This is an optimization exercise on Yosys and OpenROAD, whose aim is small area and a short achievable clock period, not a production implementation. At most, simulation tests tie the RTL to the original design; equivalence was not proved. The RTL of runs 5 and 6 was laid out without a check of its function. No activity file was given, so power comes from the tool's default toggle rates.

`flow/config.mk`:
```
export PLATFORM = sky130hd
export DESIGN_NAME = pipecpu
export DESIGN_NICKNAME = pipecpu
export VERILOG_FILES = /design/flow/design.v
export SDC_FILE = /design/flow/constraint.sdc
export NUM_CORES = 8
export LEC_CHECK = 0
export CAP_MARGIN = 20
export CORE_MARGIN = 2
export CORE_UTILIZATION = 50
export CTS_CLUSTER_DIAMETER = 100
export CTS_CLUSTER_SIZE = 30
export PLACE_DENSITY = 0.75
export SLEW_MARGIN = 20
export SYNTH_HIERARCHICAL = 1
```
`flow/constraint.sdc`:
```
create_clock -name core_clock -period 12.5 [get_ports {clk}]
set_input_delay 2.5000 -clock core_clock [delete_from_list [all_inputs] [get_ports {clk}]]
set_output_delay 2.5000 -clock core_clock [all_outputs]
set_load 0.01 [all_outputs]
```
`flow/design.v`:
```
module pipecpu(clk, rst, instr, readdata, PC, MemWrite, aluout, writedata);
   input         clk;
   input         rst;
   input  [31:0] instr;
   input  [31:0] readdata;
   output [31:0] PC;
   output        MemWrite;
   output [31:0] aluout;
   output [31:0] writedata;
   localparam OP_ADD = 0, OP_AND = 1, OP_OR = 2, OP_XOR = 3, OP_NOR = 4,
              OP_SLT = 5, OP_SLL = 6, OP_SRL = 7, OP_SRA = 8;
   reg  [31:0] dinst;
   reg  [31:1] sela, selb;       
   reg         fea, feb;
   reg         fla, flb;
   reg         fxa, fxb;
   reg  [31:0] pcn, bpcr;        
   reg  [31:0] ea, eb, es;       
   reg         ecin;             
   reg  [4:0]  esa;              
   reg  [8:0]  eop;
   reg  [4:0]  ern;
   reg         ewreg, em2reg, ewmem;
   reg  [31:0] malu, mb;
   reg  [4:0]  mrn;
   reg         mwreg, mm2reg, mwmem;
   assign MemWrite = mwmem;
   assign aluout = malu;
   assign writedata = mb;
   wire [5:0] op = dinst[31:26];
   wire [5:0] func = dinst[5:0];
   wire [4:0] rs = dinst[25:21];
   wire [4:0] rt = dinst[20:16];
   wire [4:0] rd = dinst[15:11];
   wire r_type = ~|op;
   wire i_add  = r_type & (func == 6'b100000);
   wire i_sub  = r_type & (func == 6'b100010);
   wire i_and  = r_type & (func == 6'b100100);
   wire i_or   = r_type & (func == 6'b100101);
   wire i_xor  = r_type & (func == 6'b100110);
   wire i_nor  = r_type & (func == 6'b100111);
   wire i_slt  = r_type & (func == 6'b101010);
   wire i_sll  = r_type & (func == 6'b000000);
   wire i_srl  = r_type & (func == 6'b000010);
   wire i_sra  = r_type & (func == 6'b000011);
   wire i_sllv = r_type & (func == 6'b000100);
   wire i_srlv = r_type & (func == 6'b000110);
   wire i_jr   = r_type & (func == 6'b001000);
   wire i_addi = (op == 6'b001000);
   wire i_andi = (op == 6'b001100);
   wire i_ori  = (op == 6'b001101);
   wire i_xori = (op == 6'b001110);
   wire i_lui  = (op == 6'b001111);
   wire i_lw   = (op == 6'b100011);
   wire i_sw   = (op == 6'b101011);
   wire i_beq  = (op == 6'b000100);
   wire i_bne  = (op == 6'b000101);
   wire i_j    = (op == 6'b000010);
   wire i_jal  = (op == 6'b000011);
   wire i_rs = i_add | i_sub | i_and | i_or | i_xor | i_jr | i_addi | i_andi | i_ori | i_xori |
               i_lw | i_sw | i_beq | i_bne | i_nor | i_slt | i_sllv | i_srlv;
   wire i_rt = i_add | i_sub | i_and | i_or | i_xor | i_sll | i_sllv | i_srl | i_srlv | i_sra |
               i_sw | i_beq | i_bne | i_nor | i_slt;
   wire wreg = i_add | i_sub | i_and | i_or | i_xor | i_sll | i_sllv | i_srlv | i_nor | i_slt |
               i_srl | i_sra | i_addi | i_andi | i_ori | i_xori | i_lw | i_lui | i_jal;
   wire regrt  = i_addi | i_andi | i_ori | i_xori | i_lw | i_lui;
   wire shift  = i_sll | i_srl | i_sra;
   wire aluimm = i_addi | i_lw | i_sw | i_beq | i_bne | i_lui | i_ori | i_andi | i_xori;
   wire sext   = i_addi | i_lw | i_sw | i_beq | i_bne;
   wire [4:0] rn = i_jal ? 5'd31 : regrt ? rt : rd;
   wire dwreg = wreg & (rn != 5'd0);    
   wire stall = ewreg & em2reg & (i_rs & (ern == rs) | i_rt & (ern == rt));
   reg  [31:0] rf [1:31];
   reg  [31:1] rfv;
   wire [31:0] wdi = mm2reg ? readdata : malu;
   wire [31:1] wsel;
   genvar gi;
   generate
      for (gi = 1; gi < 32; gi = gi + 1) begin : g_rf
         assign wsel[gi] = mwreg & (mrn == gi);
         always @(posedge clk)
            if (wsel[gi]) rf[gi] <= wdi;
      end
   endgenerate
   always @(posedge clk or posedge rst) begin
      if (rst) rfv <= 31'd0;
      else rfv <= rfv | wsel;
   end
   wire [31*32-1:0] rfq;
   generate
      for (gi = 1; gi < 32; gi = gi + 1) begin : g_rfq
         assign rfq[(gi-1)*32 +: 32] = rf[gi];
      end
   endgenerate
   wire [31:0] qa, qb;
   rf_read rda (.d(rfq), .sel(sela), .q(qa));
   rf_read rdb (.d(rfq), .sel(selb), .q(qb));
   wire [31:0] ealu;
   wire [31:0] ao = ({32{fla}} & readdata) | ({32{fxa}} & malu) | qa;    
   wire [31:0] bo = ({32{flb}} & readdata) | ({32{fxb}} & malu) | qb;    
   wire [31:0] a = ({32{fea}} & ealu) | ao;
   wire [31:0] b = ({32{feb}} & ealu) | bo;
   wire [31:0] ninst = stall ? dinst : instr;
   wire [4:0]  nrs = ninst[25:21];
   wire [4:0]  nrt = ninst[20:16];
   wire [31:1] nvalid = rfv | wsel;
   wire efwd = ~stall & dwreg & ~i_lw;
   wire nfea = efwd & (rn == nrs);
   wire nfeb = efwd & (rn == nrt);
   wire nfma = ewreg & (ern == nrs) & ~nfea;
   wire nfmb = ewreg & (ern == nrt) & ~nfeb;
   wire [31:1] nsela, nselb;
   generate
      for (gi = 1; gi < 32; gi = gi + 1) begin : g_sel
         assign nsela[gi] = (nrs == gi) & nvalid[gi] & ~nfea & ~nfma;
         assign nselb[gi] = (nrt == gi) & nvalid[gi] & ~nfeb & ~nfmb;
      end
   endgenerate
   always @(posedge clk or posedge rst) begin
      if (rst) begin
         sela <= 31'd0;
         selb <= 31'd0;
         fea <= 1'b0;
         feb <= 1'b0;
         fla <= 1'b0;
         flb <= 1'b0;
         fxa <= 1'b0;
         fxb <= 1'b0;
      end else begin
         sela <= nsela;
         selb <= nselb;
         fea <= nfea;
         feb <= nfeb;
         fla <= nfma & em2reg;
         flb <= nfmb & em2reg;
         fxa <= nfma & ~em2reg;
         fxb <= nfmb & ~em2reg;
      end
   end
   wire [31:0] ep = ea ^ eb;
   wire [31:0] eg = ea & eb;
   wire [31:0] sum;
   wire        slt;
   alu_add add (.a(ea), .b(eb), .cin(ecin), .sum(sum), .slt(slt));
   wire [31:0] ealu_ls;
   wire [31:0] ealu_lss = ealu_ls | {31'd0, eop[OP_SLT] & slt};
   wire ntaken;
   wire fe1 = fea ^ feb;
   br_eq beq_unit (.ao(ao), .bo(bo), .p(ep), .g(eg), .ecin(ecin), .els(ealu_lss),
                   .m_same(fea & feb), .m_n(~fea & ~feb), .m_add(fe1 & eop[OP_ADD]),
                   .m_ls(fe1 & ~eop[OP_ADD]),
                   .beq(i_beq & ~stall), .bne(i_bne & ~stall), .taken(ntaken));
   wire [31:0] imm = {{16{sext & dinst[15]}}, dinst[15:0]};
   wire [31:0] bpc = pcn + {{14{dinst[15]}}, dinst[15:0], 2'b00};
   wire [31:0] jpc = {pcn[31:28], dinst[25:0], 2'b00};
   wire [31:0] pc4 = PC + 32'd4;
   wire [31:0] npc = stall ? PC : i_jr ? a : (i_j | i_jal) ? jpc : pc4;
   always @(posedge clk or posedge rst) begin
      if (rst) pcn <= 32'd0;
      else pcn <= npc;
   end
   generate
      for (gi = 0; gi < 4; gi = gi + 1) begin : g_pc
         pc_sel psel (.clk(clk), .rst(rst), .ntaken(ntaken), .bpc(bpcr[gi*8 +: 8]),
                      .pcn(pcn[gi*8 +: 8]), .pc(PC[gi*8 +: 8]));
      end
   endgenerate
   always @(posedge clk) bpcr <= bpc;
   always @(posedge clk or posedge rst) begin
      if (rst) dinst <= 32'd0;
      else if (!stall) dinst <= instr;
   end
   wire dsub = i_sub | i_beq | i_bne | i_slt;
   wire [8:0] dop;
   assign dop[OP_ADD] = i_add | i_addi | i_lw | i_sw | i_jal | i_sub | i_beq | i_bne;
   assign dop[OP_AND] = i_and | i_andi;
   assign dop[OP_OR]  = ~(dop[OP_ADD] | i_and | i_andi | i_xor | i_xori | i_nor | i_slt |
                          i_sll | i_sllv | i_srl | i_srlv | i_sra);
   assign dop[OP_XOR] = i_xor | i_xori;
   assign dop[OP_NOR] = i_nor;
   assign dop[OP_SLT] = i_slt;
   assign dop[OP_SLL] = i_sll | i_sllv;
   assign dop[OP_SRL] = i_srl | i_srlv;
   assign dop[OP_SRA] = i_sra;
   wire [31:0] da = i_jal ? pcn : i_lui ? 32'd0 :
                    shift ? {a[31:5], dinst[10:6]} : a;
   wire [31:0] db0 = i_jal ? 32'd4 : i_lui ? {dinst[15:0], 16'd0} :
                     aluimm ? imm : (dop[OP_OR] & ~i_or) ? 32'd0 : b;
   wire [31:0] db = dsub ? ~db0 : db0;
   always @(posedge clk) begin
      ea <= da;
      eb <= db;
      es <= b;
      ecin <= dsub;
      esa <= (i_sll ? ~dinst[10:6] : 5'd0) | ((i_srl | i_sra) ? dinst[10:6] : 5'd0) |
             (i_sllv ? ~a[4:0] : 5'd0) | (i_srlv ? a[4:0] : 5'd0);
      ern <= rn;
   end
   always @(posedge clk or posedge rst) begin
      if (rst) begin
         eop <= 9'd0;
         ewreg <= 1'b0;
         em2reg <= 1'b0;
         ewmem <= 1'b0;
      end else begin
         eop <= dop;
         ewreg <= dwreg & ~stall;
         em2reg <= i_lw;
         ewmem <= i_sw & ~stall;
      end
   end
   alu_ls ls (.p(ep), .g(eg), .s(es), .sa(esa), .op(eop[8:1]), .y(ealu_ls));
   assign ealu = ({32{eop[OP_ADD]}} & sum) | ealu_lss;
   always @(posedge clk or posedge rst) begin
      if (rst) begin
         malu <= 32'd0;
         mwreg <= 1'b0;
         mm2reg <= 1'b0;
         mwmem <= 1'b0;
      end else begin
         malu <= ealu;
         mwreg <= ewreg;
         mm2reg <= em2reg;
         mwmem <= ewmem;
      end
   end
   always @(posedge clk) begin
      mb <= es;
      mrn <= ern;
   end
endmodule
module rf_read(d, sel, q);
   input  [31*32-1:0] d;
   input  [31:1]      sel;
   output reg [31:0]  q;
   integer k;
   always @(*) begin
      q = 32'd0;
      for (k = 1; k < 32; k = k + 1)
         q = q | (d[(k-1)*32 +: 32] & {32{sel[k]}});
   end
endmodule
module alu_add(a, b, cin, sum, slt);
   input  [31:0] a, b;
   input         cin;
   output [31:0] sum;
   output        slt;
   wire [32:0] sum1 = {a, 1'b1} + {b, cin};
   assign sum = sum1[32:1];
   assign slt = (a[31] ^ ~b[31]) ? a[31] : sum[31];
endmodule
module alu_ls(p, g, s, sa, op, y);
   input  [31:0] p, g, s;       
   input  [4:0]  sa;
   input  [7:0]  op;
   output [31:0] y;
   wire left = op[5];
   wire [31:0] r0 = left  ? {s[0],     s[31:1]}  : s;
   wire [31:0] r1 = sa[0] ? {r0[0],    r0[31:1]} : r0;
   wire [31:0] r2 = sa[1] ? {r1[1:0],  r1[31:2]} : r1;
   wire [31:0] r3 = sa[2] ? {r2[3:0],  r2[31:4]} : r2;
   wire [31:0] r4 = sa[3] ? {r3[7:0],  r3[31:8]} : r3;
   wire [31:0] r5 = sa[4] ? {r4[15:0], r4[31:16]} : r4;
   wire [31:0] t;
   genvar i;
   generate
      for (i = 0; i < 32; i = i + 1) begin : g_t
         if (i == 0) assign t[i] = 1'b0;
         else assign t[i] = (sa >= 32 - i);
      end
   endgenerate
   wire fill = op[7] & s[31];
   wire [31:0] m = left ? ~{1'b1, t[31:1]} : t;
   wire [31:0] sh = (r5 & ~m) | ({32{fill}} & m);
   assign y = ({32{op[0]}} & g) |
              ({32{op[1]}} & (p | g)) |
              ({32{op[2]}} & p) |
              ({32{op[3]}} & ~(p | g)) |
              ({32{op[5] | op[6] | op[7]}} & sh);
endmodule
module br_eq(ao, bo, p, g, ecin, els, m_same, m_n, m_add, m_ls, beq, bne, taken);
   input  [31:0] ao, bo, p, g, els;
   input         ecin, m_same, m_n, m_add, m_ls, beq, bne;
   output        taken;
   wire [31:0] x = ao | bo;
   wire [31:0] c0 = {g[30:0] | p[30:0], ecin};
   wire [31:0] c1 = {g[30:0], ecin};
   wire [31:0] xm1 = {x[30:0], 1'b0};
   wire [31:0] cin_i;
   genvar i;
   generate
      for (i = 0; i < 32; i = i + 1) begin : g_c
         assign cin_i[i] = xm1[i] ? c1[i] : c0[i];
      end
   endgenerate
   wire eq_add = &(~(x ^ p ^ cin_i));
   wire eq_ls = &(~(els ^ x));
   wire eq_n = &(~(ao ^ bo));
   wire eq = m_same | (m_n & eq_n) | (m_add & eq_add) | (m_ls & eq_ls);
   assign taken = beq & eq | bne & ~eq;
endmodule
module pc_sel(clk, rst, ntaken, bpc, pcn, pc);
   input        clk, rst, ntaken;
   input  [7:0] bpc, pcn;
   output [7:0] pc;
   reg taken;
   always @(posedge clk or posedge rst) begin
      if (rst) taken <= 1'b0;
      else taken <= ntaken;
   end
   assign pc = taken ? bpc : pcn;
endmodule
```
`flow/flow/run.sh`:
```
#!/bin/bash
# The standard layout, with timing repair aiming well below the clock
# period (the SDC is unchanged) and plain buffers on the ports.
set -euo pipefail
bash standard.sh SETUP_SLACK_MARGIN=8.5 "BUFFER_PORTS_ARGS=-buffer_cell sky130_fd_sc_hd__buf_4" finish > standard_flow.log 2>&1
```
`flow/standard.sh`:
```
#!/bin/bash
# synth_recipe.tcl (not shown) runs the flow's synth.tcl, then flattens the netlist and writes it again
# the make line also repeats each setting of config.mk as NAME=value (left out here)
make -C /OpenROAD-flow-scripts/flow DESIGN_CONFIG=/design/flow/config.mk WORK_HOME=/design/flow/orfs CLKGATE_MAP_FILE= SYNTH_SCRIPT=/design/flow/synth_recipe.tcl "${@:-finish}"
```
==> notes.md, run 1 <==
DP Area=approximately 0.07 mm2; CTS tree=yes; post-DP HPWL=187,000 um; Num CTS Buffers=59; largest net degree at the start of global routing=69; Final Cell Area=0.0745 mm2; Seq/Total Area, Yosys=0.575; CP startpoint kind=register; number of global-route vias before repair=50,730; standard-cell row count=134; pre-CTS setup slack=6.78 ns; share of cells above drive strength 1=0.190; top-area cell type share of the netlist area=0.443; most common cell after layout, fill and taps aside=edfxtp_1; worst min path class=reg2reg; Max VDD drop=0.000125 V; total congestion overflow=0; Setup crit end kind=register; routability cong.=approximately 1.1; RSZ-0062 raised after global routing=true; setup tns final=0 ns; die height=371 um; drt wl/cell=37.8 um; cell area after synthesis=0.0672 mm2; Area Growth Syn to Fin=10.9%; cell taking the most area after synthesis=edfxtp_1; Yosys reg bits=1,382; clock period minus worst slack=between 4 and 5 ns; initial antenna violation count=36; Hold-fix buffers, CTS=0; num ports=roughly 160; placed insts=between 7,000 and 8,000; first-pass GRT wire length=approximately 380,000 um; critical path type=reg2reg; routed vias/inst=7.50; most used flip-flop cell after synthesis=edfxtp_1; DR vias=54,865; max-cap viol count=0; Least-Margin Pin Slew=approximately 1.2 ns; CTS max path bufs=3; non-filler instance count after layout=7,317; worst skew pair latency=0.80 ns; most frequent cells in the layout=992 x edfxtp_1, 805 x a22oi_1, 296 x buf_4; starting density of the core=0.504; cell count after synthesis=5,444; IO Port Bufs=162; DRC=0; Pre-antenna DRT Iters=10; Highest Clock Rate=around 0.22 GHz; total nets after synthesis=approximately 5,600; clk sink count=1,382; Critical Path RT=between 10 and 15 ns; Async SR Flop Fraction=0.155; status=no timing/DRC/antenna violations; Power Dens Cells=138 mW/mm2; clk_skew=approximately 0.07 ns; core area=0.133 mm2; crit path max fanout=32; final setup fails=0; Leakage=26.7 nW; Mean Syn Cell Area=12.4 um2; Total Wirelength=277,000 um; clock root buffer=clkbuf_16; Synth area leaders=edfxtp_1 44%, a22oi_1 9.0%, dfrtp_1 8.0%; drt initial violations=10,776; final clock period utilization by the worst path=0.367; Distinct cells, synth=114; CP arrival=5.22 ns; H-tree depth=2; chip width=371 um; Min Hold Slack=around 0.4 ns; worst setup margin=a little under 8 ns; Max Slew Vio Count=0; nets@finish=5,686; Global Route Usage Sum=0.391; clk slew on worst S/H paths=0.11 ns; Yosys warning count=10; die area=0.137 mm2; number of synthesized flops with an enable pin=992; Fin. Hold Viols=0; DRT antenna net count=0; Worst slew margin=0.186
[state kept, by name, indices dropped and copies added (netlist names), 9 cells and up]
signal / cells
eop: 9
dinst: 32
malu: 32
pcn: 32
es: 32
mb: 32
ea: 32
sela: 31
bpcr: 32
selb: 31
eb: 32
rfv: 31
rf: 992
[area by class of cell]
type / count / area [um2]
fill: 10888 / 58900
sequential: 1382 / 38700
multi-input combinational: 3517 / 27900
timing repair buffer: 359 / 3100
tap: 1768 / 2210
clock buffer: 76 / 1540
inverter: 171 / 653
clock inverter: 21 / 374
antenna: 23 / 57.6
[per-module statistics from Yosys (local to each module, per instance)]
module | cells | times used | flops+latches | area, um2
pipecpu | 2859 | 1 | 1378 | 47800
alu_ls | 519 | 1 | 0 | 4330
rf_read | 733 | 2 | 0 | 5330
br_eq | 283 | 1 | 0 | 1980
pc_sel | 11 | 4 | 1 | 160
alu_add | 273 | 1 | 0 | 1880
[metrics by stage]
stage / util / total power [mW]
finish: 0.559 / 10.3
global route: 0.558 / 10.5
CTS: 0.554 / 10.1
detailed placement: 0.527 / 7.53
global placement: 0.527 / 7.51
floorplan: - / 6.65
[path summary, 6_finish.rpt]
path | cells past startpoint | start | to | slack (ns)
worst min register to register | 0 | ewmem | mwmem | 0.40
worst min-delay path | 0 | ewmem | mwmem | 0.40
min in group asynchronous | 2 | rst | g_pc[0].psel.taken | 1.63
worst max register to register | 15 | sela[7] | g_pc[1].psel.taken | 7.91
worst max-delay path | 15 | sela[7] | g_pc[1].psel.taken | 7.91
max in group asynchronous | 4 | rst | malu[22] | 8.83
[cells in the mapped netlist (all sizes together) (14+ instances only)]
cell type,number
and3,28
a31oi,32
o21bai,15
nand2,210
nor3b,15
or4,70
a22o,71
and2,14
a21o,74
mux4,57
xnor2,93
nand4,189
nor3,83
ha,127
o21ai,206
or2,27
clkbuf,278
nor4,41
nor2b,30
mux2,98
a221o,76
a211oi,17
o22ai,36
buf,96
inv,167
a221oi,70
dfxtp,176
a22oi,806
nor2,177
nand3,192
o221ai,23
a21oi,248
dfrtp,214
mux2i,35
o32ai,18
edfxtp,992
xor2,84
a222oi,68
[critical path: stages, from the launching register on]
cell and delay (ns):
dfrtp_2 0.45, buf_12 0.17, a22o_1 0.23, a221oi_2 0.19, nand3_1 0.23, or4_4 0.64
a221o_1 0.34, inv_1 0.08, ha_2 0.31, a21oi_1 0.25, xor2_1 0.21, o21ai_0 0.24
a32oi_1 0.10, nor4_2 0.39, a31oi_4 0.19, mux2_4 0.36
[kinds of logic after synthesis]
kind of cell | after synthesis | synth area share
xor gates and xnor gates | 177 | 0.0231
AOI/OAI and AO/OA | 1877 | 0.210
adders and majority gates | 130 | 0.0245
muxes | 190 | 0.0425
and+or+nand+nor | 1143 | 0.0910
DFF | 1382 | 0.575
buffers and inverters | 545 | 0.0343
[where the power goes]
part / switching [mW] / internal, mW / total (mW) / leakage, nW
Sequential: 0.245 / 5.22 / 5.46 / 13.3
Combinational: 1.42 / 0.905 / 2.32 / 12.4
Clock: 1.57 / 0.936 / 2.50 / 0.914
Total: 3.23 / 7.06 / 10.3 / 26.7
[layer usage]
metal,global-route usage,share of wire,vias to the layer above
li1,-,-,22074
met1,0.508,0.35,27186
met2,0.599,0.45,4764
met3,0.113,0.14,819
met4,0.194,0.064,22
met5,0,0.00051,-
[repair_timing]
| action | 4_1_cts | 5_1_grt |
|---|---|---|
| gates resized for setup | 280 | 89 |
| buffers inserted | 48 | 17 |
| gates cloned | 1 | 2 |
| setup endpoints to repair | 333 | 217 |
| pin swaps | 29 | 31 |
==> run 2, diff against run 1 <==
--- a/flow/config.mk
+++ b/flow/config.mk
@@ -10,4 +10,2 @@
 export CORE_UTILIZATION = 50
-export CTS_CLUSTER_DIAMETER = 100
-export CTS_CLUSTER_SIZE = 30
 export PLACE_DENSITY = 0.75
==> notes.md, run 2 <==
total congestion overflow=0; standard-cell row count=~130; num ports=163; core area=0.133 mm2; critical path type=reg2reg; die area=~0.14 mm2; H-tree depth=4; clk sink count=1,382; worst skew pair latency=0.81 ns; Power Dens Cells=~160 mW/mm2; routed vias/inst=7.45; Largest delay share family, worst path=simple AND/OR/NAND/NOR gates; most frequent cells in the layout=992 x edfxtp_1, 803 x a22oi_1, 297 x buf_4; worst min path class=reg2reg; nets@finish=~5,800; crit path max fanout=32; max-cap viol count=0; CTS max path bufs=3; most flop-heavy register=rf; Critical Path RT=around 13 ns; post-DP HPWL=187,000 um; Buf+Inv Stages, Crit Path=1; Setup crit end kind=register; total nets after synthesis=5,640; number of synthesized flops with an enable pin=992; Area Growth Syn to Fin=15.9%; Distinct cells, synth=114; pre-CTS setup slack=6.78 ns; CTS tree=yes; DR vias=55,871; IO Port Bufs=162; clk slew on worst S/H paths=approximately 0.060 ns; DP Area=between 0.07 and 0.08 mm2; most used flip-flop cell after synthesis=edfxtp_1; FF+latch area=0.0388 mm2; footprint of the multi-input gates=between 0.02 and 0.03 mm2; largest net degree at the start of global routing=69; critical hold path startpoint=ewmem; Hold-fix buffers, CTS=0; drt wl/cell=37.4 um; Critical R2R Launch=selb[1]; cell area after synthesis=between 0.06 and 0.07 mm2; chip width=~370 um; max reg flops=992; Setup crit start=selb[1]; worst setup margin=8.12 ns; CP max stage cell=dfrtp_2; clk_skew=around 0.031 ns; final setup fails=0; Yosys reg bits=1,382; clock period minus worst slack=about 4.4 ns; CP startpoint kind=register; DRC=0; Highest Clock Rate=between 0.2 and 0.25 GHz; drt initial violations=10,659; Fin. Hold Viols=0; Global Route Usage Sum=0.398; first-pass GRT wire length=391,000 um; layout filler cell count=10,498; Leakage=roughly 28 nW; status=no timing/DRC/antenna violations; Synth area leaders=edfxtp_1 44%, a22oi_1 9.0%, dfrtp_1 8.0%; Total Wirelength=approximately 280,000 um; Async SR Flop Fraction=0.155; Hold Path Cell Cnt=0; number of cells on the critical path=13; worst-path cell chain=a22oi_1, nand4_1, or4_4, a221o_1, inv_2, ha_4, xnor2_1, xnor2_1, nor4_2, nand4_1, nor4_4, a31oi_4, mux2_4; Max VDD drop=0.000125 V; R2R cell count=13; clock root buffer=clkbuf_16; Yosys warning count=10; CP arrival=5.07 ns; Seq/Total Area, Yosys=0.575; top-area cell type share of the netlist area=0.443; Num CTS Buffers=between 100 and 150; Max Slew Vio Count=0; Commonest cells post-synth=992 x edfxtp_1, 806 x a22oi_1, 278 x clkbuf_1; Least-Margin Pin Slew=1.17 ns; most common cell in the netlist=edfxtp_1; cell taking the most area after synthesis=edfxtp_1; most common cell after layout, fill and taps aside=edfxtp_1; final clock period utilization by the worst path=0.350; cell count after synthesis=between 5,000 and 6,000; Pre-antenna DRT Iters=15; delay of the slowest critical-path stage=0.78 ns; share of cells above drive strength 1=0.219; DRT antenna net count=0; number of global-route vias before repair=a little over 50,000; routability cong.=1.08; Final Cell Area=0.0779 mm2; RSZ-0062 raised after global routing=true; initial antenna violation count=36; setup tns final=0 ns; starting density of the core=0.504; Worst slew margin=0.217; die height=371 um; Mean Syn Cell Area=roughly 12 um2
-- run 2: cell counts after synthesis --
Identical to the previous run, type by type.
-- run 2: what timing repair did --
item | in CTS | in global routing
cloned | 4 | 0
endpoints found under the setup margin | 320 | 167
buffers inserted | 53 | 15
pin swaps | 41 | 24
gates resized for setup | 337 | 108
-- run 2: cell type report --
type	count	share of cell area
Tap cell	1768	0.0284
Antenna cell	30	0.000963
Inverter	171	0.00838
Multi-Input combinational cell	3517	0.362
Sequential cell	1382	0.497
Clock buffer	181	0.0508
Clock inverter	89	0.0118
Timing Repair Buffer	363	0.0407
-- run 2: layer usage --
metal  up-vias  share of wire  global-route usage
met3       874           0.14               0.120
met1     27566           0.35               0.513
met2      5008           0.45               0.609
met5         -        0.00093             0.00385
met4        22          0.063               0.205
li1      22401              -                   -
-- run 2: cells by family after synthesis --
logic type,after synthesis,synth area share
compound gates,1877,0.210
flops,1382,0.575
buf+inv,545,0.0343
fa+ha+maj,130,0.0245
xor+xnor,177,0.0231
mux,190,0.0425
simple gates,1143,0.0910
-- run 2: power by group --
group	switching, mW	internal (mW)	leakage (nW)
sequential	0.245	5.23	13.3
clock	1.92	2.54	2.37
combinational	1.43	0.925	12.5
total	3.60	8.70	28.2
-- run 2: worst paths after layout --
check                                      to  slack, ns
max                        g_pc[1].psel.taken       8.12
min                                     mwmem       0.35
max reg2reg                g_pc[1].psel.taken       8.12
min reg2reg                             mwmem       0.35
max in group asynchronous            malu[21]       8.88
min in group asynchronous  g_pc[0].psel.taken       1.58
-- run 2: modules after synthesis (local to each module, per instance) --
| module | cell area (um2) | flops+latches | cells |
|---|---|---|---|
| br_eq | 1980 | 0 | 283 |
| pipecpu | 47800 | 1378 | 2859 |
| pc_sel | 160 | 1 | 11 |
| alu_add | 1880 | 0 | 273 |
| alu_ls | 4330 | 0 | 519 |
| rf_read | 5330 | 0 | 733 |
-- run 2: through the flow --
| stage | power (mW) | instances | util | hold WS (ns) |
|---|---|---|---|---|
| global route | 12.6 | 7484 | 0.584 | 0.374 |
| floorplan | 6.65 | 5444 | - | 0.329 |
| finish | 12.3 | 7501 | 0.584 | 0.354 |
| CTS | 12.1 | 7456 | 0.579 | 0.356 |
| detailed placement | 7.53 | 7129 | 0.527 | 0.336 |
| global placement | 7.51 | 7129 | 0.527 | 0.336 |
==> run 3, diff against run 2 <==
==> flow/flow/run.sh (replaced) <==
#!/bin/bash
# The standard layout, with timing repair aiming well below the clock
# period (the SDC is unchanged), plain buffers on the ports, and without the
# slow two-stage OR / AND cells (the platform's don't-use cells stay
# don't-use).
set -euo pipefail
DONT_USE="sky130_fd_sc_hd__probe_p_8 sky130_fd_sc_hd__probec_p_8 sky130_fd_sc_hd__lpflow_bleeder_1 sky130_fd_sc_hd__lpflow_clkbufkapwr_1 sky130_fd_sc_hd__lpflow_clkbufkapwr_16 sky130_fd_sc_hd__lpflow_clkbufkapwr_2 sky130_fd_sc_hd__lpflow_clkbufkapwr_4 sky130_fd_sc_hd__lpflow_clkbufkapwr_8 sky130_fd_sc_hd__lpflow_clkinvkapwr_1 sky130_fd_sc_hd__lpflow_clkinvkapwr_16 sky130_fd_sc_hd__lpflow_clkinvkapwr_2 sky130_fd_sc_hd__lpflow_clkinvkapwr_4 sky130_fd_sc_hd__lpflow_clkinvkapwr_8 sky130_fd_sc_hd__lpflow_decapkapwr_12 sky130_fd_sc_hd__lpflow_decapkapwr_3 sky130_fd_sc_hd__lpflow_decapkapwr_4 sky130_fd_sc_hd__lpflow_decapkapwr_6 sky130_fd_sc_hd__lpflow_decapkapwr_8 sky130_fd_sc_hd__lpflow_inputiso0n_1 sky130_fd_sc_hd__lpflow_inputiso0p_1 sky130_fd_sc_hd__lpflow_inputiso1n_1 sky130_fd_sc_hd__lpflow_inputiso1p_1 sky130_fd_sc_hd__lpflow_inputisolatch_1 sky130_fd_sc_hd__lpflow_isobufsrc_1 sky130_fd_sc_hd__lpflow_isobufsrc_16 sky130_fd_sc_hd__lpflow_isobufsrc_2 sky130_fd_sc_hd__lpflow_isobufsrc_4 sky130_fd_sc_hd__lpflow_isobufsrc_8 sky130_fd_sc_hd__lpflow_isobufsrckapwr_16 sky130_fd_sc_hd__lpflow_lsbuf_lh_hl_isowell_tap_1 sky130_fd_sc_hd__lpflow_lsbuf_lh_hl_isowell_tap_2 sky130_fd_sc_hd__lpflow_lsbuf_lh_hl_isowell_tap_4 sky130_fd_sc_hd__lpflow_lsbuf_lh_isowell_4 sky130_fd_sc_hd__lpflow_lsbuf_lh_isowell_tap_1 sky130_fd_sc_hd__lpflow_lsbuf_lh_isowell_tap_2 sky130_fd_sc_hd__lpflow_lsbuf_lh_isowell_tap_4 sky130_fd_sc_hd__a2111o_1 sky130_fd_sc_hd__a2111o_2 sky130_fd_sc_hd__a2111o_4 sky130_fd_sc_hd__and4_1 sky130_fd_sc_hd__and4_2 sky130_fd_sc_hd__and4_4 sky130_fd_sc_hd__and4b_1 sky130_fd_sc_hd__and4b_2 sky130_fd_sc_hd__and4b_4 sky130_fd_sc_hd__and4bb_1 sky130_fd_sc_hd__and4bb_2 sky130_fd_sc_hd__and4bb_4 sky130_fd_sc_hd__o2111a_1 sky130_fd_sc_hd__o2111a_2 sky130_fd_sc_hd__o2111a_4 sky130_fd_sc_hd__or3_1 sky130_fd_sc_hd__or3_2 sky130_fd_sc_hd__or3_4 sky130_fd_sc_hd__or3b_1 sky130_fd_sc_hd__or3b_2 sky130_fd_sc_hd__or3b_4 sky130_fd_sc_hd__or4_1 sky130_fd_sc_hd__or4_2 sky130_fd_sc_hd__or4_4 sky130_fd_sc_hd__or4b_1 sky130_fd_sc_hd__or4b_2 sky130_fd_sc_hd__or4b_4 sky130_fd_sc_hd__or4bb_1 sky130_fd_sc_hd__or4bb_2 sky130_fd_sc_hd__or4bb_4 "
bash standard.sh SETUP_SLACK_MARGIN=8.5 "BUFFER_PORTS_ARGS=-buffer_cell sky130_fd_sc_hd__buf_4" "DONT_USE_CELLS=$DONT_USE" finish > standard_flow.log 2>&1
==> notes.md, run 3 <==
total congestion overflow=0; Highest Clock Rate=0.229 GHz; placed insts=7,157; clk slew on worst S/H paths=0.06 ns; clock period minus worst slack=about 4.4 ns; first-pass GRT wire length=about 370,000 um; layout filler cell count=approximately 10,000; die height=371 um; most common cell in the netlist=edfxtp_1; Yosys reg bits=1,382; starting density of the core=0.504; Adder-Cell Fraction of Synth Area=0.0245; XOR/XNOR Fraction of Synth Area=0.0231; Seq/Total Area, Yosys=0.574; Setup crit end kind=output port; Worst slew margin=0.215; critical hold path startpoint=ewmem; R2R cell count=15; worst-path cell chain=buf_12, mux2_4, buf_6; drt initial violations=between 10,000 and 15,000; most used flip-flop cell after synthesis=edfxtp_1; H-tree depth=4; cell area after synthesis=0.0674 mm2; worst skew pair latency=between 0.8 and 0.9 ns; main combinational cell family by area after synthesis=compound AO/OA/AOI/OAI gates; worst min path class=reg2reg; most frequent cells in the layout=992 x edfxtp_1, 662 x a22oi_1, 276 x buf_4; Synth area leaders=edfxtp_1 44%, dfrtp_1 7.9%, a22oi_1 7.6%; Yosys warning count=10; mux share of post-synthesis cell area=0.0422; DP Area=just over 0.07 mm2; max reg flops=slightly below 1,000; CP max stage cell=dfrtp_2; DRT antenna net count=0; Final Cell Area=0.0777 mm2; R2R Setup Slk=8.14 ns; Commonest cells post-synth=992 x edfxtp_1, 681 x a22oi_1, 278 x clkbuf_1; Total Wirelength=271,000 um; max-cap viol count=0; Fin. Hold Viols=0; Pre-antenna DRT Iters=12; number of global-route vias before repair=51,486; Hold Path Cell Cnt=0; Max Slew Vio Count=0; total nets after synthesis=approximately 5,600; final setup fails=0; critical path type=reg2out; number of synthesized flops with an enable pin=992; final clock period utilization by the worst path=0.349; Power Dens Cells=155 mW/mm2; Synth Area in Compound Gates=0.213; RSZ-0062 raised after global routing=true; core area=0.134 mm2; most flop-heavy register=rf; standard-cell row count=~130; Post-Synth Simple-Gate Area=0.0905; CP startpoint kind=register; Critical R2R Launch=selb[22]; Num CTS Buffers=~150; clk_skew=0.0565 ns; worst r2r dst=g_pc[1].psel.taken; CTS max path bufs=3; initial antenna violation count=34; Least-Margin Pin Slew=~1.2 ns; Max VDD drop=0.000125 V; cell taking the most area after synthesis=edfxtp_1; share of cells above drive strength 1=0.197; DR vias=between 50,000 and 60,000; CP arrival=1.87 ns; routed vias/inst=7.44; largest net degree at the start of global routing=~150; num ports=163; Leakage=27.5 nW; nets@finish=5,807; DRC=0; Critical Path RT=10.00 ns; cell count after synthesis=5,447; CTS tree=yes; die area=0.138 mm2; Area Growth Syn to Fin=15.4%; Mean Syn Cell Area=12.4 um2; Distinct cells, synth=114; top-area cell type share of the netlist area=0.442; hold path endpoint=mwmem; Async SR Flop Fraction=0.155; crit path max fanout=8; delay of the slowest critical-path stage=0.41 ns; post-DP HPWL=173,000 um; non-filler instance count after layout=about 7,500; total power after layout=roughly 12 mW; clock root buffer=clkbuf_16; clk sink count=1,382; routability cong.=around 1.1; drt wl/cell=approximately 36 um; chip width=371 um; Global Route Usage Sum=0.377; status=no timing/DRC/antenna violations; setup tns final=0 ns; IO Port Bufs=approximately 160; most common cell after layout, fill and taps aside=edfxtp_1
==> run 3: cell types whose count changed in the layout (fill, tap and decap cells not counted), sizes merged, moves of 59 or more <==
cell    delta
or4       -70
nor2      +93
a221oi    +66
a22oi    -124
and3      +59
nand3    -103
a22o      +59
==> run 3: how the worst max path moves through the flow <==
stage                    endpoint          startpoint  slack, ns  depth (start not counted)
2_1_floorplan            dinst[0]                 rst       7.27                          1
3_3_place_gp   g_pc[1].psel.taken         readdata[7]       7.16                         11
3_5_place_dp   g_pc[2].psel.taken        readdata[14]       7.27                         10
4_1_cts                    PC[26]  g_pc[3].psel.taken       8.12                          3
5_1_grt                     PC[8]  g_pc[1].psel.taken       8.11                          3
6_report                   PC[26]  g_pc[3].psel.taken       8.13                          3
==> run 3: report_power, final <==
group	switching, mW	leakage (nW)	internal [mW]
Sequential	0.214	13.4	5.23
Clock	1.91	2.25	2.40
Combinational	1.43	11.9	0.877
Total	3.56	27.5	8.51
==> run 3: per-stage QoR <==
step | worst slack [ns] | hold slack, ns | utilization
final | 8.13 | 0.353 | 0.582
after global placement | 7.16 | 0.342 | 0.530
after global routing | 8.11 | 0.376 | 0.582
after detailed placement | 7.27 | 0.342 | 0.530
after CTS | 8.12 | 0.355 | 0.574
after floorplan | 7.27 | 0.326 | -
==> run 3: cell type report <==
class / count / area [um2] / area share
Clock buffer: 193 / 3880 / 0.0499
Sequential cell: 1382 / 38700 / 0.498
Timing Repair Buffer: 373 / 3550 / 0.0457
Inverter: 171 / 651 / 0.00837
Clock inverter: 71 / 823 / 0.0106
Tap cell: 1768 / 2210 / 0.0285
Multi-Input combinational cell: 3538 / 27900 / 0.359
Antenna cell: 17 / 42.5 / 0.000547
==> run 3: routing by layer <==
metal | global-route usage | vias to the layer above | share of wire
li1 | - | 22429 | -
met5 | 0 | - | 0.00036
met4 | 0.231 | 14 | 0.077
met1 | 0.481 | 27433 | 0.34
met2 | 0.559 | 5000 | 0.43
met3 | 0.120 | 1018 | 0.15
==> run 3: worst max-delay path: cells and delay by family, from the launching register on <==
family                 cells  cell delay, ns
muxes                      1            0.35
buffers and inverters      2            0.29
DFF                        1            0.41
==> run 3: kinds of logic after synthesis <==
logic type                 after synthesis
and+or+nand+nor                       1162
xor gates and xnor gates               177
AOI/OAI and AO/OA                     1887
adders and majority gates              130
buffers and inverters                  529
muxes                                  180
DFF                                   1382
==> run 3: what timing repair did <==
item                       4_1_cts  5_1_grt
gates cloned                     3        9
hold buffers                     0        0
setup buffers                   40       23
setup endpoints to repair      225      137
gates resized for setup        179      182
pin swaps                       54       64
==> run 3: modules after synthesis (local to each module, per instance) <==
module | flip-flops and latches | area, um2 | times used
pipecpu | 1378 | 47800 | 1
br_eq | 0 | 2020 | 1
alu_add | 0 | 1840 | 1
alu_ls | 0 | 4360 | 1
pc_sel | 1 | 160 | 4
rf_read | 0 | 5360 | 2
==> run 4, diff against run 3 <==
--- a/flow/config.mk
+++ b/flow/config.mk
@@ -10,2 +10,4 @@
 export CORE_UTILIZATION = 50
+export CTS_CLUSTER_DIAMETER = 70
+export CTS_CLUSTER_SIZE = 20
 export PLACE_DENSITY = 0.75
==> notes.md, run 4 <==
Hold-fix buffers, CTS=0; Async SR Flop Fraction=0.155; total congestion overflow=0; status=no timing/DRC/antenna violations; placed insts=7,157; most used flip-flop cell after synthesis=edfxtp_1; CTS tree=yes; first-pass GRT wire length=368,000 um; pre-CTS setup slack=7.27 ns; max reg flops=992; hold path endpoint=mwmem; nets@finish=approximately 5,800; final setup fails=0; num ports=163; clk slew on worst S/H paths=0.09 ns; Yosys reg bits=1,382; R2R Setup Slk=8.03 ns; H-tree depth=3; CP max stage cell=nand4_1; top-area cell type share of the netlist area=0.442; Mean Syn Cell Area=~12 um2; Synth area leaders=edfxtp_1 44%, dfrtp_1 7.9%, a22oi_1 7.6%; cell area after synthesis=about 0.067 mm2; clk_skew=0.0954 ns; Num CTS Buffers=93; die area=0.138 mm2; CP arrival=5.10 ns; Highest Clock Rate=between 0.2 and 0.25 GHz; post-DP HPWL=173,000 um; total nets after synthesis=5,643; IO Port Bufs=around 160; DRT antenna net count=0; Max VDD drop=0.000121 V; Largest delay share family, worst path=simple AND/OR/NAND/NOR gates; Commonest cells post-synth=992 x edfxtp_1, 681 x a22oi_1, 278 x clkbuf_1; DP Area=0.0708 mm2; worst-path cell chain=buf_4, clkbuf_16, a22oi_1, nand4_1, nor2_2, nand4_1, a221o_1, inv_2, ha_4, xnor2_2, xnor2_1, nor4_2, nand2_1, nor4_4, a31oi_4, mux2_4; routability cong.=between 1 and 1.5; number of synthesized flops with an enable pin=992; delay of the slowest critical-path stage=approximately 0.54 ns; worst min path class=reg2reg; Fin. Hold Viols=0; Total Wirelength=270,000 um; Hold Path Cell Cnt=0; most common cell after layout, fill and taps aside=edfxtp_1; DRC=0; initial antenna violation count=32; Setup crit end kind=register; Leakage=roughly 27 nW; RSZ-0062 raised after global routing=true; Max Slew Vio Count=0; R2R cell count=16; Distinct cells, synth=between 100 and 150; drt wl/cell=36.4 um; Critical Path RT=13.13 ns; Seq/Total Area, Yosys=0.574; Area Growth Syn to Fin=12.9%; Power Dens Cells=around 140 mW/mm2; Worst slew margin=0.307; non-filler instance count after layout=7,410; Least-Margin Pin Slew=1.03 ns; worst r2r dst=g_pc[1].psel.taken; worst skew pair latency=0.78 ns; starting density of the core=0.504; max-cap viol count=0; clk sink count=approximately 1,400; clock root buffer=clkbuf_16; most flop-heavy register=rf; most common cell in the netlist=edfxtp_1; CP startpoint kind=register; Final Cell Area=0.0761 mm2; final clock period utilization by the worst path=0.357; critical hold path startpoint=ewmem; number of global-route vias before repair=50,832; drt initial violations=10,619; cell count after synthesis=5,447; worst setup margin=8.03 ns; die height=371 um; most frequent cells in the layout=992 x edfxtp_1, 662 x a22oi_1, 280 x buf_4; Yosys warning count=10; DR vias=55,271; share of cells above drive strength 1=0.187; cell taking the most area after synthesis=edfxtp_1; Critical R2R Launch=sela[15]; largest net degree at the start of global routing=between 150 and 200; standard-cell row count=approximately 130; Buf+Inv Stages, Crit Path=3; critical path type=reg2reg; core area=~0.13 mm2; crit path max fanout=16; layout filler cell count=10,636; clock period minus worst slack=roughly 4.5 ns; routed vias/inst=around 7.5; Top cell by count, worst path=nand4_1; chip width=371 um; CTS max path bufs=3; Global Route Usage Sum=0.372; setup tns final=0 ns; Pre-antenna DRT Iters=10
run 4: per-module statistics from Yosys, one instance, submodules excluded:
module   flops+latches  times used
rf_read              0           2
br_eq                0           1
alu_ls               0           1
alu_add              0           1
pc_sel               1           4
pipecpu           1378           1
run 4: metrics by stage:
stage | util | hold WS (ns) | power [mW]
final | 0.569 | 0.357 | 10.9
after detailed placement | 0.530 | 0.342 | 7.54
after global routing | 0.569 | 0.383 | 11.2
after global placement | 0.530 | 0.342 | 7.51
after CTS | 0.560 | 0.361 | 10.8
after floorplan | - | 0.326 | 6.68
run 4: layout make-up:
type,count,area [um2],area share
diodes,13,32.5,0.000428
flip-flops and latches,1382,38700,0.509
clock buffers,114,2430,0.0319
well taps,1768,2210,0.0291
multi-input cells,3538,27800,0.366
inverters,171,651,0.00855
clock inverters,44,573,0.00753
repair buffers,380,3630,0.0477
run 4: routing by layer:
| metal | part of all wire | GRT usage | up-vias |
|---|---|---|---|
| li1 | - | - | 22289 |
| met4 | 0.078 | 0.233 | 20 |
| met1 | 0.34 | 0.478 | 26932 |
| met3 | 0.15 | 0.108 | 991 |
| met2 | 0.44 | 0.555 | 5039 |
| met5 | 0.00053 | 0 | - |
run 4: how the worst max path moves through the flow:
stage                        from                 end  cells past startpoint
2_1_floorplan                 rst            dinst[0]                      1
4_1_cts        g_pc[3].psel.taken              PC[26]                      3
6_report                 sela[15]  g_pc[1].psel.taken                     16
5_1_grt                  sela[15]  g_pc[1].psel.taken                     16
3_3_place_gp          readdata[7]  g_pc[1].psel.taken                     11
3_5_place_dp         readdata[14]  g_pc[2].psel.taken                     10
run 4: what timing repair did:
| action | 4_1_cts | 5_1_grt |
|---|---|---|
| buffers inserted | 37 | 33 |
| gates resized for setup | 152 | 194 |
| setup endpoints to repair | 210 | 209 |
| pin swaps | 50 | 60 |
| gates cloned | 0 | 12 |
run 4: logic make-up (layout without fill, tap and decap cells):
family,Yosys count,in the layout,share of synthesized area
AOI/OAI and AO/OA,1887,1888,0.213
xor gates and xnor gates,177,177,0.0231
adders and majority gates,130,130,0.0245
buffers and inverters,529,709,0.0333
DFF,1382,1382,0.574
muxes,180,180,0.0422
other,0,13,0
and+or+nand+nor,1162,1163,0.0905
run 4: where the power goes:
| group | switching [mW] | internal (mW) | leakage, nW | total, mW |
|---|---|---|---|---|
| Sequential | 0.214 | 5.22 | 13.4 | 5.44 |
| Combinational | 1.43 | 0.876 | 11.9 | 2.31 |
| Clock | 1.70 | 1.49 | 1.45 | 3.19 |
| Total | 3.34 | 7.59 | 26.8 | 10.9 |
==> run 5, diff against run 4 <==
--- a/flow/design.v
+++ b/flow/design.v
@@ -95,7 +95,7 @@
    wire [31:0] qa, qb;
-   rf_read rda (.d(rfq), .sel(sela), .q(qa));
-   rf_read rdb (.d(rfq), .sel(selb), .q(qb));
+   rf_read rda (.d({malu, rfq}), .sel({fxa, sela}), .q(qa));
+   rf_read rdb (.d({malu, rfq}), .sel({fxb, selb}), .q(qb));
+   wire [31:0] ao = ({32{fla}} & readdata) | qa;
+   wire [31:0] bo = ({32{flb}} & readdata) | qb;
    wire [31:0] ealu;
-   wire [31:0] ao = ({32{fla}} & readdata) | ({32{fxa}} & malu) | qa;    
-   wire [31:0] bo = ({32{flb}} & readdata) | ({32{fxb}} & malu) | qb;    
    wire [31:0] a = ({32{fea}} & ealu) | ao;
@@ -232,4 +232,4 @@
 module rf_read(d, sel, q);
-   input  [31*32-1:0] d;
-   input  [31:1]      sel;
+   input  [32*32-1:0] d;
+   input  [32:1]      sel;
    output reg [31:0]  q;
@@ -238,3 +238,3 @@
       q = 32'd0;
-      for (k = 1; k < 32; k = k + 1)
+      for (k = 1; k < 33; k = k + 1)
          q = q | (d[(k-1)*32 +: 32] & {32{sel[k]}});
--- a/flow/config.mk
+++ b/flow/config.mk
@@ -10,4 +10,2 @@
 export CORE_UTILIZATION = 50
-export CTS_CLUSTER_DIAMETER = 70
-export CTS_CLUSTER_SIZE = 20
 export PLACE_DENSITY = 0.75
==> notes.md, run 5 <==
Setup crit end kind=output port; clk_skew=approximately 0.037 ns; Highest Clock Rate=0.226 GHz; Least-Margin Pin Slew=1.09 ns; internal power component=8.50 mW; Net Sw Frac=0.295; hold path endpoint=mwmem; cell area after synthesis=0.0683 mm2; Synth area leaders=edfxtp_1 44%, dfrtp_1 7.8%, a22o_1 6.5%; Mean Syn Cell Area=12.4 um2; IO Port Bufs=162; most used flip-flop cell after synthesis=edfxtp_1; Commonest cells post-synth=992 x edfxtp_1, 551 x a22oi_1, 510 x a22o_1; post-DP HPWL=roughly 200,000 um; Area Growth Syn to Fin=15.5%; Seq/Total Area, Yosys=0.566; R2R cell count=14; nets@finish=5,917; final setup fails=0; Yosys warning count=10; initial antenna violation count=26; H-tree depth=4; Largest delay share family, worst path=flip-flops; largest net degree at the start of global routing=85; Async SR Flop Fraction=0.155; Combinational Power Share=0.195; Power Dens Cells=153 mW/mm2; most common cell after layout, fill and taps aside=edfxtp_1; Buf+Inv Stages, Crit Path=1; share of cells above drive strength 1=0.200; Max Slew Vio Count=0; status=no timing/DRC/antenna violations; Distinct cells, synth=107; worst-path cell chain=mux2_4, buf_6; max-cap viol count=0; total nets after synthesis=about 5,700; most common cell in the netlist=edfxtp_1; worst min path class=reg2reg; critical hold path startpoint=ewmem; clock period minus worst slack=4.43 ns; final clock period utilization by the worst path=0.354; Leakage=29.0 nW; Total Wirelength=296,000 um; die height=373 um; utilization after layout=0.582; DRC=0; max reg flops=992; clock root buffer=clkbuf_16; Global Route Usage Sum=0.411; starting density of the core=0.504; delay of the slowest critical-path stage=0.58 ns; CP max stage cell=dfrtp_4; routability cong.=~1.1; num ports=163; CP arrival=1.93 ns; Yosys reg bits=1,382; Hold-fix buffers, CTS=0; clk slew on worst S/H paths=0.06 ns; clk sink count=1,382; cell count after synthesis=roughly 5,500; most flop-heavy register=rf; number of global-route vias before repair=roughly 54,000; Critical Path RT=about 10 ns; chip width=373 um; clock network fraction of design power=0.352; Max VDD drop=0.000122 V; CTS max path bufs=3; drt initial violations=about 11,000; first-pass GRT wire length=406,000 um; DR vias=57,308; net switching power=3.55 mW; Pre-antenna DRT Iters=9; die area=0.139 mm2; Critical R2R Launch=selb[6]; CP startpoint kind=register; top-area cell type share of the netlist area=0.436; total congestion overflow=0; Num CTS Buffers=145; most frequent cells in the layout=992 x edfxtp_1, 549 x a22oi_1, 510 x a22o_1; standard-cell row count=135; sequential share of power=0.453; DRT antenna net count=0; setup tns final=0 ns; Fin. Hold Viols=0; cell taking the most area after synthesis=edfxtp_1; CTS tree=yes; routed vias/inst=7.51; RSZ-0062 raised after global routing=true; worst skew pair latency=0.83 ns; Worst slew margin=0.275; worst r2r dst=g_pc[3].psel.taken; crit path max fanout=8; Hold Path Cell Cnt=0; R2R Setup Slk=8.20 ns; critical path type=reg2out; core area=0.135 mm2; number of synthesized flops with an enable pin=slightly below 1,000; drt wl/cell=38.7 um
-- run 5: cell types whose count changed in the layout (fill, tap and decap cells not counted), moves of 65 or more --
cell,change
a22o_1,+384
a22oi_1,-113
nor4_1,+93
nand4_1,-84
nand2_1,+76
a221o_1,-68
nor2_1,-68
a221oi_1,-66
a222oi_1,-65
buf_4,+65
-- run 5: layout make-up --
cell class / count / area [um2]
Sequential cell: 1382 / 38700
Multi-Input combinational cell: 3602 / 29100
Tap cell: 1781 / 2230
Antenna cell: 11 / 27.5
Timing Repair Buffer: 420 / 3630
Clock inverter: 60 / 552
Inverter: 170 / 647
Fill cell: 10662 / 56600
Clock buffer: 203 / 3970
-- run 5: worst max-delay path by stage --
stage | depth (start not counted) | end | from | slack [ns]
final | 2 | PC[11] | g_pc[1].psel.taken | 8.07
after global routing | 2 | PC[11] | g_pc[1].psel.taken | 8.04
after CTS | 2 | PC[3] | g_pc[0].psel.taken | 8.05
after detailed placement | 11 | g_pc[1].psel.taken | readdata[29] | 7.32
after global placement | 11 | g_pc[0].psel.taken | readdata[29] | 7.35
after floorplan | 1 | dinst[0] | rst | 7.27
-- run 5: per-module statistics from Yosys, one instance, submodules excluded --
module   copies in the design  cells inside  flip-flops and latches  cell area, um2
alu_add                     1           269                       0            1840
alu_ls                      1           526                       0            4360
br_eq                       1           283                       0            2020
pc_sel                      4            11                       1             160
pipecpu                     1          2864                    1378           47500
rf_read                     2           768                       0            5940
-- run 5: repair_timing --
action | in CTS | in global routing
cloned | 3 | 3
gates resized for setup | 229 | 170
pin swaps | 23 | 55
buffers inserted | 56 | 25
setup endpoints to repair | 248 | 143
-- run 5: logic make-up (layout without fill, tap and decap cells) --
kind of cell,after synthesis,in the layout,share of synthesized area
AO/OA/AOI/OAI,1948,1948,0.210
multiplexers,179,179,0.0415
XOR/XNOR,183,183,0.0236
flip-flops,1382,1382,0.566
other,0,11,0
adder cells (fa/ha/maj),130,130,0.0242
AND/OR/NAND/NOR,1162,1162,0.100
buffers and inverters,538,853,0.0338
-- run 5: per-layer routing --
layer,vias to the layer above,global-route usage,routed length (um)
met5,-,0,146
met3,1313,0.160,46400
met1,27855,0.517,102000
met4,18,0.265,22500
met2,5519,0.589,124000
li1,22603,-,-
-- run 5: power by group through the flow --
stage	combinational [mW]	clock (mW)	sequential, mW
after CTS	2.19	4.22	5.44
final	2.35	4.24	5.46
after floorplan	1.23	0	5.43
after global placement	1.97	0	5.54
after detailed placement	1.99	0	5.54
after global routing	2.45	4.41	5.46
-- run 5: through the flow --
stage	total power [mW]	cells	setup slack (ns)	cell area [um2]	hold slack, ns
5_1_grt	12.3	7621	8.04	78800	0.365
6_report	12.0	7629	8.07	78900	0.351
3_5_place_dp	7.53	7268	7.32	71600	0.340
3_3_place_gp	7.51	7267	7.35	71600	0.335
4_1_cts	11.8	7590	8.05	77600	0.354
2_1_floorplan	6.66	5522	7.27	68300	0.331
==> run 6, diff against run 5 <==
--- a/flow/config.mk
+++ b/flow/config.mk
@@ -12,2 +12 @@
 export SLEW_MARGIN = 20
-export SYNTH_HIERARCHICAL = 1
==> notes.md, run 6 <==
Buf+Inv Stages, Crit Path=3; worst-path cell chain=buf_4, a22oi_1, nand3_1, nor3_1, nand2_2, inv_1, ha_1, buf_6, xor2_1, xnor2_2, nand4_1, nor2_1, o2111ai_1, nor4_2, a211oi_1, o41ai_4, xnor2_1, nor4_2; Area Growth Syn to Fin=19.6%; Hold-fix buffers, CTS=0; drt initial violations=16,085; footprint of the multi-input gates=~0.03 mm2; Pre-antenna DRT Iters=15; Setup crit end kind=register; Final Cell Area=0.0822 mm2; Leakage=around 30 nW; Distinct cells, synth=91; Global Route Usage Sum=0.498; core area=0.137 mm2; Highest Clock Rate=about 0.18 GHz; nets@finish=roughly 6,300; max-cap viol count=0; CTS max path bufs=3; number of global-route vias before repair=60,605; IO Port Bufs=approximately 160; CTS tree=yes; worst skew pair latency=0.84 ns; post-DP HPWL=225,000 um; total power after layout=between 10 and 15 mW; crit path max fanout=7; Power Dens Cells=approximately 170 mW/mm2; chip width=roughly 370 um; clock period minus worst slack=5.60 ns; Least-Margin Pin Slew=1.25 ns; num ports=163; share of cells above drive strength 1=0.241; layout filler cell count=10,526; H-tree depth=4; most flop-heavy register=rf; most common cell after layout, fill and taps aside=edfxtp_1; delay of the slowest critical-path stage=0.42 ns; initial antenna violation count=30; clock root buffer=clkbuf_16; Top cell by count, worst path=nor4_2; Async SR Flop Fraction=0.153; Synth area leaders=edfxtp_1 43%, dfrtp_1 7.7%, dfxtp_1 5.1%; Commonest cells post-synth=992 x edfxtp_1, 456 x a22oi_1, 363 x nand2_1; first-pass GRT wire length=~490,000 um; worst min path class=reg2reg; most common cell in the netlist=edfxtp_1; final clock period utilization by the worst path=0.448; RSZ-0062 raised after global routing=true; Critical R2R Launch=sela[12]; cell taking the most area after synthesis=edfxtp_1; Largest delay share family, worst path=simple AND/OR/NAND/NOR gates; CP max stage cell=xor2_1; Fin. Hold Viols=0; setup tns final=0 ns; Worst slew margin=0.168; die area=0.140 mm2; clk sink count=1,379; Seq/Total Area, Yosys=0.561; max reg flops=992; DRT antenna net count=0; standard-cell row count=136; DP Area=0.0721 mm2; CP arrival=6.33 ns; die height=about 370 um; largest net degree at the start of global routing=114; Max VDD drop=0.000150 V; most used flip-flop cell after synthesis=edfxtp_1; Max Slew Vio Count=0; Total Wirelength=roughly 360,000 um; CP startpoint kind=input port; critical path type=in2reg; drt wl/cell=45.1 um; final setup fails=0; FF+latch area=0.0388 mm2; cell count after synthesis=about 5,800; number of synthesized flops with an enable pin=992; routability cong.=1.07; total congestion overflow=0; cell area after synthesis=about 0.069 mm2; Critical Path RT=13.24 ns; routed vias/inst=8.10; clk slew on worst S/H paths=approximately 0.06 ns; Yosys warning count=4; starting density of the core=0.502; DR vias=between 60,000 and 70,000; status=no timing/DRC/antenna violations; most frequent cells in the layout=992 x edfxtp_1, 461 x buf_4, 450 x a22oi_1; Yosys reg bits=1,379; critical hold path startpoint=ewmem; top-area cell type share of the netlist area=0.433; DRC=0; Num CTS Buffers=147; Mean Syn Cell Area=11.8 um2; Setup crit start=readdata[3]; clk_skew=0.0680 ns; total nets after synthesis=6,028
run 6: routing by layer:
layer,global-route usage,up-vias,wire [um]
li1,-,23872,-
met4,0.425,28,43600
met1,0.564,30823,112000
met3,0.255,2792,64000
met5,0.0724,-,1130
met2,0.686,7911,143000
run 6: layout make-up:
| type | instances | share of cell area |
|---|---|---|
| sequential | 1379 | 0.472 |
| clock inverter | 77 | 0.0101 |
| tap | 1794 | 0.0273 |
| inverter | 213 | 0.00994 |
| clock buffer | 189 | 0.0480 |
| timing repair buffer | 584 | 0.0653 |
| antenna | 42 | 0.00128 |
| multi-input combinational | 3796 | 0.366 |
run 6: kinds of logic (layout without fill, tap and decap cells):
| logic type | after synthesis | in the layout | share of synthesized area |
|---|---|---|---|
| AO/OA/AOI/OAI | 1865 | 1865 | 0.207 |
| flip-flops | 1379 | 1379 | 0.561 |
| AND/OR/NAND/NOR | 1343 | 1343 | 0.0957 |
| buffers and inverters | 656 | 1063 | 0.0393 |
| multiplexers | 270 | 270 | 0.0490 |
| XOR/XNOR | 187 | 187 | 0.0238 |
| adder cells (fa/ha/maj) | 131 | 131 | 0.0242 |
| other | 0 | 42 | 0 |
run 6: path summary, 6_finish.rpt:
| path | end | slack, ns | cells after the start |
|---|---|---|---|
| worst max register to register | g_pc[3].psel.taken | 7.01 | 19 |
| min in group asynchronous | malu[16] | 1.77 | 2 |
| worst min register to register | mwmem | 0.36 | 0 |
| worst min-delay path | mwmem | 0.36 | 0 |
| max in group asynchronous | sela[16] | 8.86 | 4 |
| worst max-delay path | g_pc[3].psel.taken | 6.90 | 18 |
run 6: what timing repair did:
| item | 4_1_cts | 5_1_grt |
|---|---|---|
| pin swaps | 86 | 83 |
| setup endpoints to repair | 344 | 178 |
| cloned | 7 | 5 |
| resized for setup | 525 | 199 |
| setup buffers | 141 | 81 |
run 6: per-stage QoR:
stage | setup slack [ns] | hold slack, ns | std cells | utilization
CTS | 7.01 | 0.364 | 7942 | 0.587
finish | 6.90 | 0.357 | 8074 | 0.600
global placement | 5.30 | 0.334 | 7528 | 0.526
global route | 6.82 | 0.378 | 8039 | 0.599
detailed placement | 5.27 | 0.351 | 7528 | 0.526
floorplan | 7.26 | 0.329 | 5831 | -
run 6: power breakdown:
part / leakage [nW] / switching [mW] / internal (mW)
clock network: 2.31 / 2.01 / 2.42
registers: 13.1 / 0.388 / 5.36
logic: 14.3 / 2.20 / 1.36
total: 29.7 / 4.60 / 9.13
==> run 7, diff against run 6 <==
--- a/flow/design.v
+++ b/flow/design.v
@@ -95,7 +95,7 @@
    wire [31:0] qa, qb;
-   rf_read rda (.d({malu, rfq}), .sel({fxa, sela}), .q(qa));
-   rf_read rdb (.d({malu, rfq}), .sel({fxb, selb}), .q(qb));
-   wire [31:0] ao = ({32{fla}} & readdata) | qa;
-   wire [31:0] bo = ({32{flb}} & readdata) | qb;
+   rf_read rda (.d(rfq), .sel(sela), .q(qa));
+   rf_read rdb (.d(rfq), .sel(selb), .q(qb));
    wire [31:0] ealu;
+   wire [31:0] ao = ({32{fla}} & readdata) | ({32{fxa}} & malu) | qa;    
+   wire [31:0] bo = ({32{flb}} & readdata) | ({32{fxb}} & malu) | qb;    
    wire [31:0] a = ({32{fea}} & ealu) | ao;
@@ -155,4 +155,5 @@
    wire [31:0] jpc = {pcn[31:28], dinst[25:0], 2'b00};
-   wire [31:0] pc4 = PC + 32'd4;
-   wire [31:0] npc = stall ? PC : i_jr ? a : (i_j | i_jal) ? jpc : pc4;
+   wire [31:0] pci;       
+   wire [31:0] pc4 = pci + 32'd4;
+   wire [31:0] npc = stall ? pci : i_jr ? a : (i_j | i_jal) ? jpc : pc4;
    always @(posedge clk or posedge rst) begin
@@ -165,2 +166,4 @@
                       .pcn(pcn[gi*8 +: 8]), .pc(PC[gi*8 +: 8]));
+         pc_sel isel (.clk(clk), .rst(rst), .ntaken(ntaken), .bpc(bpcr[gi*8 +: 8]),
+                      .pcn(pcn[gi*8 +: 8]), .pc(pci[gi*8 +: 8]));
       end
@@ -232,4 +235,4 @@
 module rf_read(d, sel, q);
-   input  [32*32-1:0] d;
-   input  [32:1]      sel;
+   input  [31*32-1:0] d;
+   input  [31:1]      sel;
    output reg [31:0]  q;
@@ -238,3 +241,3 @@
       q = 32'd0;
-      for (k = 1; k < 33; k = k + 1)
+      for (k = 1; k < 32; k = k + 1)
          q = q | (d[(k-1)*32 +: 32] & {32{sel[k]}});
--- a/flow/config.mk
+++ b/flow/config.mk
@@ -10,3 +10,7 @@
 export CORE_UTILIZATION = 50
+export CTS_CLUSTER_DIAMETER = 70
+export CTS_CLUSTER_SIZE = 20
 export PLACE_DENSITY = 0.75
 export SLEW_MARGIN = 20
+export SYNTH_HIERARCHICAL = 1
+export TNS_END_PERCENT = 20
==> notes.md, run 7 <==
Critical R2R Launch=esa[0]; most flop-heavy register=rf; worst min path class=reg2reg; worst setup margin=8.07 ns; Yosys warning count=10; num ports=163; CP arrival=4.93 ns; CTS tree=yes; Power Dens Cells=144 mW/mm2; cell taking the most area after synthesis=edfxtp_1; DRT antenna net count=0; most used flip-flop cell after synthesis=edfxtp_1; nets@finish=5,798; CP startpoint kind=register; critical hold path startpoint=ewmem; Max VDD drop=about 0.00017 V; number of synthesized flops with an enable pin=992; worst r2r dst=ea[29]; placed insts=7,206; worst-path cell chain=buf_12, mux4_2, mux4_2, a222oi_1, mux2i_1, a31o_1, a21o_1, a21oi_1, o21ai_0; Worst slew margin=0.243; final setup fails=0; Global Route Usage Sum=0.384; DR vias=about 56,000; crit path max fanout=12; total nets after synthesis=about 5,700; drt initial violations=11,287; Setup crit end kind=register; most common cell after layout, fill and taps aside=edfxtp_1; Synth area leaders=edfxtp_1 44%, dfrtp_1 8.0%, a22oi_1 7.5%; busiest grt layer=met2; Area Growth Syn to Fin=12.8%; R2R Setup Slk=8.07 ns; Yosys reg bits=~1,400; DRC=0; initial antenna violation count=22; final clock period utilization by the worst path=0.354; critical path type=reg2reg; Leakage=27.0 nW; Max Slew Vio Count=0; Commonest cells post-synth=992 x edfxtp_1, 681 x a22oi_1, 278 x clkbuf_1; Async SR Flop Fraction=0.157; worst skew pair latency=0.77 ns; non-filler instance count after layout=7,464; clk_skew=0.0397 ns; Least-Margin Pin Slew=1.12 ns; Setup crit start=esa[0]; routed vias/inst=~7.5; total congestion overflow=0; clock root buffer=clkbuf_16; routability cong.=1.09; die area=0.139 mm2; met2 Usage GRT=0.570; R2R cell count=9; drt wl/cell=37.7 um; top-area cell type share of the netlist area=0.438; Largest delay share family, worst path=compound AO/OA/AOI/OAI gates; share of cells above drive strength 1=0.192; core area=0.135 mm2; most common cell in the netlist=edfxtp_1; number of global-route vias before repair=51,950; CTS max path bufs=3; first-pass GRT wire length=385,000 um; Seq/Total Area, Yosys=0.570; Fin. Hold Viols=0; clock period minus worst slack=around 4.4 ns; chip width=373 um; RSZ-0062 raised after global routing=true; cell area after synthesis=0.0680 mm2; Pre-antenna DRT Iters=10; setup tns final=0 ns; clk slew on worst S/H paths=around 0.080 ns; Buf+Inv Stages, Crit Path=1; clk sink count=1,386; Critical Path RT=13.00 ns; cell count after synthesis=about 5,500; IO Port Bufs=between 150 and 200; max reg flops=992; Hold Path Cell Cnt=0; status=no timing/DRC/antenna violations; delay of the slowest critical-path stage=0.69 ns; die height=roughly 370 um; H-tree depth=3; standard-cell row count=135; hold path endpoint=mwmem; grt met3 use=0.102; post-DP HPWL=179,000 um; Highest Clock Rate=~0.23 GHz; largest net degree at the start of global routing=165; Mean Syn Cell Area=between 10 and 15 um2; met1 Track Usage GR=0.500; Distinct cells, synth=approximately 110; Num CTS Buffers=96; pre-CTS setup slack=7.05 ns; max-cap viol count=0; CP max stage cell=a21oi_1; Total Wirelength=281,000 um; Top cell by count, worst path=mux4_2; starting density of the core=0.503; most frequent cells in the layout=992 x edfxtp_1, 666 x a22oi_1, 280 x buf_4
==> run 7: cell types whose count changed in the layout (fill, tap and decap cells not counted), sizes merged, moves of 74 or more <==
cell / change
a22oi: +225
buf: -215
a221oi: -164
a22o: -163
nand2: -158
mux2i: -93
nand4: +74
==> run 7: area by class of cell <==
cell class,instances,area [um2]
diodes,16,40.0
clock buffers,121,2530
clock inverters,42,538
fillers,10856,58500
inverters,175,663
multi-input cells,3571,28300
flip-flops and latches,1386,38800
well taps,1781,2230
repair buffers,372,3690
==> run 7: logic make-up (layout without fill, tap and decap cells) <==
kind of cell	count (synthesis)	count (layout)	synth area share
compound gates	1887	1888	0.211
other cells	0	16	0
flops	1386	1386	0.570
buf+inv	537	710	0.0338
xor+xnor	177	177	0.0229
mux	212	212	0.0488
fa+ha+maj	130	130	0.0242
simple gates	1162	1164	0.0896
==> run 7: repair_timing <==
action / 4_1_cts / 5_1_grt
setup endpoints to repair: 217 / 152
setup buffers: 24 / 38
hold buffers: 0 / 0
gates resized for setup: 210 / 212
gates cloned: 6 / 11
pin swaps: 51 / 66
==> run 7: worst register-to-register path, stage by stage (launching register included) <==
cell,delay (ns)
dfxtp_4,0.48
buf_12,0.21
mux4_2,0.62
mux4_2,0.53
a222oi_1,0.41
mux2i_1,0.18
a31o_1,0.34
a21o_1,0.27
a21oi_1,0.69
o21ai_0,0.45
==> run 7: layer usage <==
| metal | wire length (um) | vias up | part of all wire |
|---|---|---|---|
| li1 | - | 22422 | - |
| met1 | 98200 | 27475 | 0.35 |
| met2 | 121000 | 5020 | 0.43 |
| met3 | 39400 | 1043 | 0.14 |
| met4 | 22600 | 8 | 0.080 |
| met5 | 45 | - | 0.00016 |
==> run 7: how the worst max path moves through the flow <==
stage	end	slack, ns	cells after the start
final	ea[29]	8.07	9
after global placement	g_pc[0].isel.taken	7.04	11
after floorplan	dinst[0]	7.27	1
after global routing	g_pc[0].psel.taken	8.12	13
after CTS	PC[21]	8.21	3
after detailed placement	g_pc[1].isel.taken	7.05	11
==> run 7: where the power goes <==
part           switching (mW)  leakage, nW  total [mW]  internal (mW)
clock                    1.76         1.47        3.26           1.50
sequential              0.254         13.4        5.49           5.24
combinational            1.39         12.2        2.28          0.890
total                    3.41         27.0        11.0           7.63
==> run 7: stage by stage <==
stage	utilization	instance area [um2]	hold WS (ns)	power, mW
6_report	0.567	76800	0.363	11.0
5_1_grt	0.567	76800	0.368	11.3
4_1_cts	0.558	75400	0.364	10.9
3_5_place_dp	0.526	71200	0.344	7.62
3_3_place_gp	0.526	71200	0.340	7.59
2_1_floorplan	-	68000	0.326	6.75
==> run 7: per-module statistics from Yosys, one instance, submodules excluded <==
module / cell area, um2 / flip-flops and latches / copies in the design / cells
rf_read: 5360 / 0 / 2 / 733
alu_add: 1840 / 0 / 1 / 269
pipecpu: 47800 / 1378 / 1 / 2859
pc_sel: 160 / 1 / 8 / 11
alu_ls: 4360 / 0 / 1 / 526
br_eq: 2020 / 0 / 1 / 283

Setup slack of run 7, layout unchanged: 8.075 ns with ideal ports, 8.075 ns with driving cells assumed (clock clkbuf_16, inputs buf_2), 7.372 ns with port delays also shifted by the 0.827 ns mid clock arrival.
